This design comes from an exercise in tuning for small area, a short achievable clock period and few clock cycles on the open sky130 flow, not from production work.
Where RTL was checked, it was by simulation tests only, not by an equivalence proof against the original.
Power figures rest on the tool's default switching activity, not on a simulated workload.

== the previous run ==
==> flow/design.v <==
module wisc_cache (
   input         clk,
   input         rst,
   input  [15:0] Addr,
   input  [15:0] DataIn,
   input         Rd,
   input         Wr,
   output [15:0] DataOut,
   output        Done,
   output        Stall,
   output        CacheHit,
   output        err,
   output [51:0] bank_addr,     
   output [63:0] bank_wdata,    
   output [3:0]  bank_we,       
   input  [63:0] bank_rdata     
);
   wire [15:0] M_addr, M_data_in, M_data_out;
   wire M_wr, M_rd, M_stall, M_err;
   wire [3:0] M_busy;
   mem_system #(1) cache0 (
      .DataOut(DataOut), .Done(Done), .Stall(Stall), .CacheHit(CacheHit), .err(err),
      .Addr(Addr), .DataIn(DataIn), .Rd(Rd), .Wr(Wr), .createdump(1'b0),
      .clk(clk), .rst(rst),
      .M_addr(M_addr), .M_data_in(M_data_in), .M_wr(M_wr), .M_rd(M_rd),
      .M_data_out(M_data_out), .M_stall(M_stall), .M_busy(M_busy), .err_mem(M_err));
   wisc_fbm mem (
      .clk(clk), .rst(rst), .addr(M_addr), .data_in(M_data_in), .wr(M_wr), .rd(M_rd),
      .data_out(M_data_out), .stall(M_stall), .busy(M_busy), .err(M_err),
      .bank_addr(bank_addr), .bank_wdata(bank_wdata), .bank_we(bank_we),
      .bank_rdata(bank_rdata));
endmodule
module wisc_fbm (
   input         clk,
   input         rst,
   input  [15:0] addr,
   input  [15:0] data_in,
   input         wr,
   input         rd,
   output [15:0] data_out,
   output        stall,
   output [3:0]  busy,
   output        err,
   output [51:0] bank_addr,
   output [63:0] bank_wdata,
   output [3:0]  bank_we,
   input  [63:0] bank_rdata
);
   wire [3:0] sel;
   assign sel[0] = (addr[2:1] == 2'd0);
   assign sel[1] = (addr[2:1] == 2'd1);
   assign sel[2] = (addr[2:1] == 2'd2);
   assign sel[3] = (addr[2:1] == 2'd3);
   wire [3:0] en = sel & ~busy & {4{wr | rd}};
   assign stall = (wr | rd) & ~rst & (|(sel & busy));
   wire [15:0] d0, d1, d2, d3;
   wire [3:0] berr;
   wisc_bank m0 (.clk(clk), .rst(rst), .data_in(data_in), .addr(addr[15:3]), .wr(wr), .rd(rd), .enable(en[0]),
                 .data_out(d0), .err(berr[0]), .st_addr(bank_addr[12:0]), .st_wdata(bank_wdata[15:0]),
                 .st_we(bank_we[0]), .st_rdata(bank_rdata[15:0]));
   wisc_bank m1 (.clk(clk), .rst(rst), .data_in(data_in), .addr(addr[15:3]), .wr(wr), .rd(rd), .enable(en[1]),
                 .data_out(d1), .err(berr[1]), .st_addr(bank_addr[25:13]), .st_wdata(bank_wdata[31:16]),
                 .st_we(bank_we[1]), .st_rdata(bank_rdata[31:16]));
   wisc_bank m2 (.clk(clk), .rst(rst), .data_in(data_in), .addr(addr[15:3]), .wr(wr), .rd(rd), .enable(en[2]),
                 .data_out(d2), .err(berr[2]), .st_addr(bank_addr[38:26]), .st_wdata(bank_wdata[47:32]),
                 .st_we(bank_we[2]), .st_rdata(bank_rdata[47:32]));
   wisc_bank m3 (.clk(clk), .rst(rst), .data_in(data_in), .addr(addr[15:3]), .wr(wr), .rd(rd), .enable(en[3]),
                 .data_out(d3), .err(berr[3]), .st_addr(bank_addr[51:39]), .st_wdata(bank_wdata[63:48]),
                 .st_we(bank_we[3]), .st_rdata(bank_rdata[63:48]));
   assign data_out = d0 | d1 | d2 | d3;
   assign err = (wr | rd) & ((|berr) | addr[0]);
   reg [3:0] bsy0, bsy1, bsy2;
   always @(posedge clk) begin
      bsy0 <= rst ? 4'd0 : en;
      bsy1 <= rst ? 4'd0 : bsy0;
      bsy2 <= rst ? 4'd0 : bsy1;
   end
   assign busy = bsy0 | bsy1 | bsy2;
endmodule
module wisc_bank (
   input         clk,
   input         rst,
   input  [15:0] data_in,
   input  [12:0] addr,
   input         wr,
   input         rd,
   input         enable,
   output [15:0] data_out,
   output        err,
   output [12:0] st_addr,
   output [15:0] st_wdata,
   output        st_we,
   input  [15:0] st_rdata
);
   wire rd0 = rd & ~wr & enable & ~rst;
   wire wr0 = ~rd & wr & enable & ~rst;
   reg rd1, wr1, rd2, wr2, rd3, wr3;
   reg [12:0] addr_1c;
   reg [15:0] data_in_1c, dout;
   always @(posedge clk) begin
      rd1 <= rst ? 1'b0 : rd0;
      wr1 <= rst ? 1'b0 : wr0;
      rd2 <= rst ? 1'b0 : rd1;
      wr2 <= rst ? 1'b0 : wr1;
      rd3 <= rst ? 1'b0 : rd2;
      wr3 <= rst ? 1'b0 : wr2;
      addr_1c <= rst ? 13'd0 : addr;
      data_in_1c <= rst ? 16'd0 : data_in;
      dout <= rst ? 16'd0 : (rd1 ? st_rdata : 16'd0);
   end
   wire busy = rd1 | rd2 | rd3 | wr1 | wr2 | wr3;
   assign err = ((rd0 | wr0) & busy) | (rd & wr & enable & ~rst);
   assign data_out = dout;
   assign st_addr = addr_1c;
   assign st_wdata = data_in_1c;
   assign st_we = wr1 & ~rst;
endmodule

module mem_system(
   output [15:0] DataOut,
   output        Done,
   output        Stall,
   output        CacheHit,
   output        err,
   input  [15:0] Addr,
   input  [15:0] DataIn,
   input         Rd,
   input         Wr,
   input         createdump,
   input         clk,
   input         rst,
   output [15:0] M_addr,
   output [15:0] M_data_in,
   output        M_wr,
   output        M_rd,
   input  [15:0] M_data_out,
   input         M_stall,
   input  [3:0]  M_busy,
   input         err_mem
   );
   parameter memtype = 0;
   reg [1:0] st;
   wire free01 = Addr[1] ? ~M_busy[1] : ~M_busy[0];
   wire free23 = Addr[1] ? ~M_busy[3] : ~M_busy[2];
   wire bank_free = Addr[2] ? free23 : free01;
   wire can_send = ~(st[1] ^ st[0]);
   assign M_rd = Rd & bank_free & can_send;
   assign M_wr = Wr & bank_free;
   assign M_addr = Addr;
   assign M_data_in = DataIn;
   assign Done = (st == 2'b10) | M_wr;
   assign DataOut = M_data_out;
   assign CacheHit = M_wr & ~st[0];
   assign Stall = Rd | Wr;
   assign err = Addr[0] | (Rd & Wr);
   always @(posedge clk) begin
      if (rst)
         st <= 2'b00;
      else if (st == 2'b01)
         st <= 2'b10;
      else if (st == 2'b10)
         st <= 2'b00;
      else if (M_rd)
         st <= 2'b01;
      else if ((Rd | Wr) & ~Done)
         st <= 2'b11;
      else
         st <= 2'b00;
   end
endmodule
==> flow/config.mk <==
export PLATFORM = sky130hd
export DESIGN_NAME = wisc_cache
export DESIGN_NICKNAME = wisc_cache
export VERILOG_FILES = /design/flow/design.v
export SDC_FILE = /design/flow/constraint.sdc
export NUM_CORES = 4
export LEC_CHECK = 0
export ABC_CLOCK_PERIOD_IN_PS = 1000
export CAP_MARGIN = 20
export CORE_MARGIN = 2
export CORE_UTILIZATION = 40
export CTS_BUF_LIST = sky130_fd_sc_hd__clkbuf_8
export CTS_CLUSTER_DIAMETER = 60
export CTS_CLUSTER_SIZE = 30
export PLACE_DENSITY = 0.6
export SLEW_MARGIN = 20
==> flow/constraint.sdc <==
create_clock -name core_clock -period 12.0 [get_ports {clk}]
set_input_delay 2.4000 -clock core_clock [delete_from_list [all_inputs] [get_ports {clk}]]
set_output_delay 2.4000 -clock core_clock [all_outputs]
set_load 0.01 [all_outputs]
standard.sh (not shown) runs the stock make flow with config.mk's settings and CLKGATE_MAP_FILE= SYNTH_SCRIPT=/design/flow/synth_recipe.tcl, a recipe that flattens the netlist after the stock synthesis.
==> flow/flow/run.sh <==
#!/bin/bash
# The standard layout, with the port buffers made of buf_1 cells instead of
# the resizer's default choice (clkdlybuf4s50_1).
cp standard.sh standard_sh_copy.txt
export BUFFER_PORTS_ARGS="-buffer_cell sky130_fd_sc_hd__buf_1"
bash standard.sh > standard.log 2>&1
Looking at the reports, the previous run completed the entire flow and the layout it produced met the timing, design-rule and antenna checks.
### the previous run -> the current run
-- flow/design.v --
<<< the previous run, line 141
   parameter memtype = 0;
   reg [1:0] st;
   wire free01 = Addr[1] ? ~M_busy[1] : ~M_busy[0];
   wire free23 = Addr[1] ? ~M_busy[3] : ~M_busy[2];
   wire bank_free = Addr[2] ? free23 : free01;
   wire can_send = ~(st[1] ^ st[0]);
   assign M_rd = Rd & bank_free & can_send;
>>> the current run, line 141
   parameter memtype = 0;
   reg [1:0] st;
   wire bank_free = ~M_busy[Addr[2:1]];
   wire can_send = ~(st[1] ^ st[0]);
   assign M_rd = Rd & bank_free & can_send;
Results
Compared with the previous run, in the current run synthesized cell area held steady; total number of nets in the final design +0.31%.
Taking the previous run as the reference, in the current run maximum frequency was more or less identical; share of the clock period used by the worst path was more or less identical; proportion of final cell area spent on non-clock buffers went up by 0.19 points; wire length of the first global-routing pass went down by about 5.6%.
Testbench counts of the current run, summed over its fixed seeds: cycles 54,679.
No functional check of the RTL was part of the previous run.

* * *

main:
Another version of the RTL of wisc_cache (not shown whole).
Size: about 380 cells after synthesis, about 120 flip-flops, ~240 I/O pins, roughly 4100 sq um of cells after synthesis.
==> module mem_system, before the edit <==
module mem_system(
   output [15:0] DataOut,
   output        Done,
   output        Stall,
   output        CacheHit,
   output        err,
   input  [15:0] Addr,
   input  [15:0] DataIn,
   input         Rd,
   input         Wr,
   input         createdump,
   input         clk,
   input         rst,
   output [15:0] M_addr,
   output [15:0] M_data_in,
   output        M_wr,
   output        M_rd,
   input  [15:0] M_data_out,
   input         M_stall,
   input  [3:0]  M_busy,
   input         err_mem
   );
   parameter memtype = 0;
   reg [1:0] st;
   wire bank_free = ~M_busy[Addr[2:1]];
   assign M_rd = Rd & bank_free & ~st[1];
   assign M_wr = Wr & bank_free;
   assign M_addr = Addr;
   assign M_data_in = DataIn;
   assign Done = (st[1] & st[0]) | M_wr;
   assign DataOut = M_data_out;
   assign CacheHit = M_wr & ~st[0];
   assign Stall = Rd | Wr;
   assign err = Addr[0] | (Rd & Wr);
   always @(posedge clk) begin
      if (rst)
         st <= 2'b00;
      else if (st == 2'b10)
         st <= 2'b11;
      else if (st == 2'b11)
         st <= 2'b00;
      else if (M_rd)
         st <= 2'b10;
      else if ((Rd | Wr) & ~M_wr)
         st <= 2'b01;
      else
         st <= 2'b00;
   end
endmodule
Settings: LEC_CHECK=0, ABC_CLOCK_PERIOD_IN_PS=1000, CAP_MARGIN=20, CORE_MARGIN=2, CORE_UTILIZATION=40, CTS_BUF_LIST=sky130_fd_sc_hd__clkbuf_4, PLACE_DENSITY=0.6, SLEW_MARGIN=20; clock period 12.0 ns.
==> flow/flow/run.sh <==
#!/bin/bash
# The standard layout with four changes:
#  - the port buffers are buf_1 cells instead of the resizer's default
#    choice (clkdlybuf4s50_1);
#  - timing repair aims for more setup slack than the standard flow;
#  - clock tree synthesis adds no dummy loads;
#  - after the standard synthesis, each mux4 cell is rebuilt from NAND gates
#    (flow/eco.tcl), which is faster from its select inputs.
set -euo pipefail
export BUFFER_PORTS_ARGS="-buffer_cell sky130_fd_sc_hd__buf_1"
export SETUP_SLACK_MARGIN=6.4
export CTS_ARGS="-sink_clustering_enable -repair_clock_nets -buf_list sky130_fd_sc_hd__clkbuf_4 -dont_use_dummy_load"
bash standard.sh synth > synth.log 2>&1
R=$PWD/orfs/results/$FLOW_PLATFORM/wisc_cache/base
cat > eco_run.tcl <<EOT
read_db $R/1_synth.odb
source $PWD/flow/eco.tcl
write_db $R/1_synth.odb
EOT
openroad -no_init -exit eco_run.tcl > eco.log 2>&1
touch $R/1_synth.sdc
bash standard.sh > standard.log 2>&1
Other scripts of this flow, unchanged in this note and not shown: flow/flow/eco.tcl
Edits applied to the flow inputs when going from main to the feature branch:
--- a/flow/design.v
+++ b/flow/design.v
@@ -138,30 +138,31 @@
    input  [3:0]  M_busy,
    input         err_mem
    );
    parameter memtype = 0;
    reg [1:0] st;
    wire bank_free = ~M_busy[Addr[2:1]];
-   assign M_rd = Rd & bank_free & ~st[1];
+   wire can_send = ~(st[1] ^ st[0]);
+   assign M_rd = Rd & bank_free & can_send;
    assign M_wr = Wr & bank_free;
    assign M_addr = Addr;
    assign M_data_in = DataIn;
-   assign Done = (st[1] & st[0]) | M_wr;
+   assign Done = (st == 2'b10) | M_wr;
    assign DataOut = M_data_out;
    assign CacheHit = M_wr & ~st[0];
    assign Stall = Rd | Wr;
    assign err = Addr[0] | (Rd & Wr);
    always @(posedge clk) begin
       if (rst)
          st <= 2'b00;
+      else if (st == 2'b01)
+         st <= 2'b10;
       else if (st == 2'b10)
-         st <= 2'b11;
-      else if (st == 2'b11)
          st <= 2'b00;
       else if (M_rd)
-         st <= 2'b10;
-      else if ((Rd | Wr) & ~M_wr)
          st <= 2'b01;
+      else if ((Rd | Wr) & ~Done)
+         st <= 2'b11;
       else
          st <= 2'b00;
    end
 endmodule
==> comparison <==
- main and the feature branch all finish clean.
- Relative to main, fraction of area in registers has gone up in the feature branch.
- Cmp main and the feature branch / design area / lower: the feature branch
- When the final numbers for main and the feature branch were put side by side, the routed wire length turned out to be smaller in the feature branch.
- Of the two candidates, main has the better worst hold slack and the feature branch the worse one.
- The setup slack in the feature branch sits 0.37 ns above the value recorded for main.
- The feature branch vs main, peak per-stage delay on the critical path went down by 0.29 ns.
- main -> the feature branch: achievable frequency increased by a few percent
- Comparing main and the feature branch, the lower final critical path time including I/O delays and setup was measured on the feature branch.
- The logic gate share of total power of the feature branch exceeds that of main by 0.5 points.
- On critical path depth: between main and the feature branch, it ends up higher for the feature branch.
Testbench counts of the feature branch, summed over its fixed seeds: cycles 54,679.
The RTL of main was laid out without a check of its function.

re-timing with driven ports:
The flow's constraints put no driver on any port. The routed layouts listed below were extracted and timed again, unchanged, in two steps.
Step 1: set_driving_cell puts a clkbuf_16 on clk and a buf_2 on each other input, an assumption about the parent block.
Step 2 also shifts input and output timing later by t, the mid clock arrival at the registers, as if the neighbouring blocks saw the same clock.
Slacks: ideal / step 1 / step 2; pairs: ideal / step 1.
run | t, ns | slack for setup (ns) | worst setup path at the end | clock arrival spread, ns | worst register clock-pin slew, ns
the previous run | 0.428 | 6.130 / 6.101 / 6.101 | input to output | 0.012 / 0.011 | 0.07 / 0.07
the current run | 0.430 | 6.134 / 6.106 / 6.106 | input to output | 0.013 / 0.013 | 0.08 / 0.08
main | 0.482 | 6.136 / 6.094 / 6.094 | input to output | 0.057 / 0.058 | 0.12 / 0.12
the feature branch | 0.480 | 6.506 / 6.468 / 6.468 | input to output | 0.043 / 0.043 | 0.11 / 0.11
After both steps every run listed still meets setup and hold. For main, which loses most, drivers alone change the setup slack by -0.042 ns; drivers and shift together by -0.042 ns.
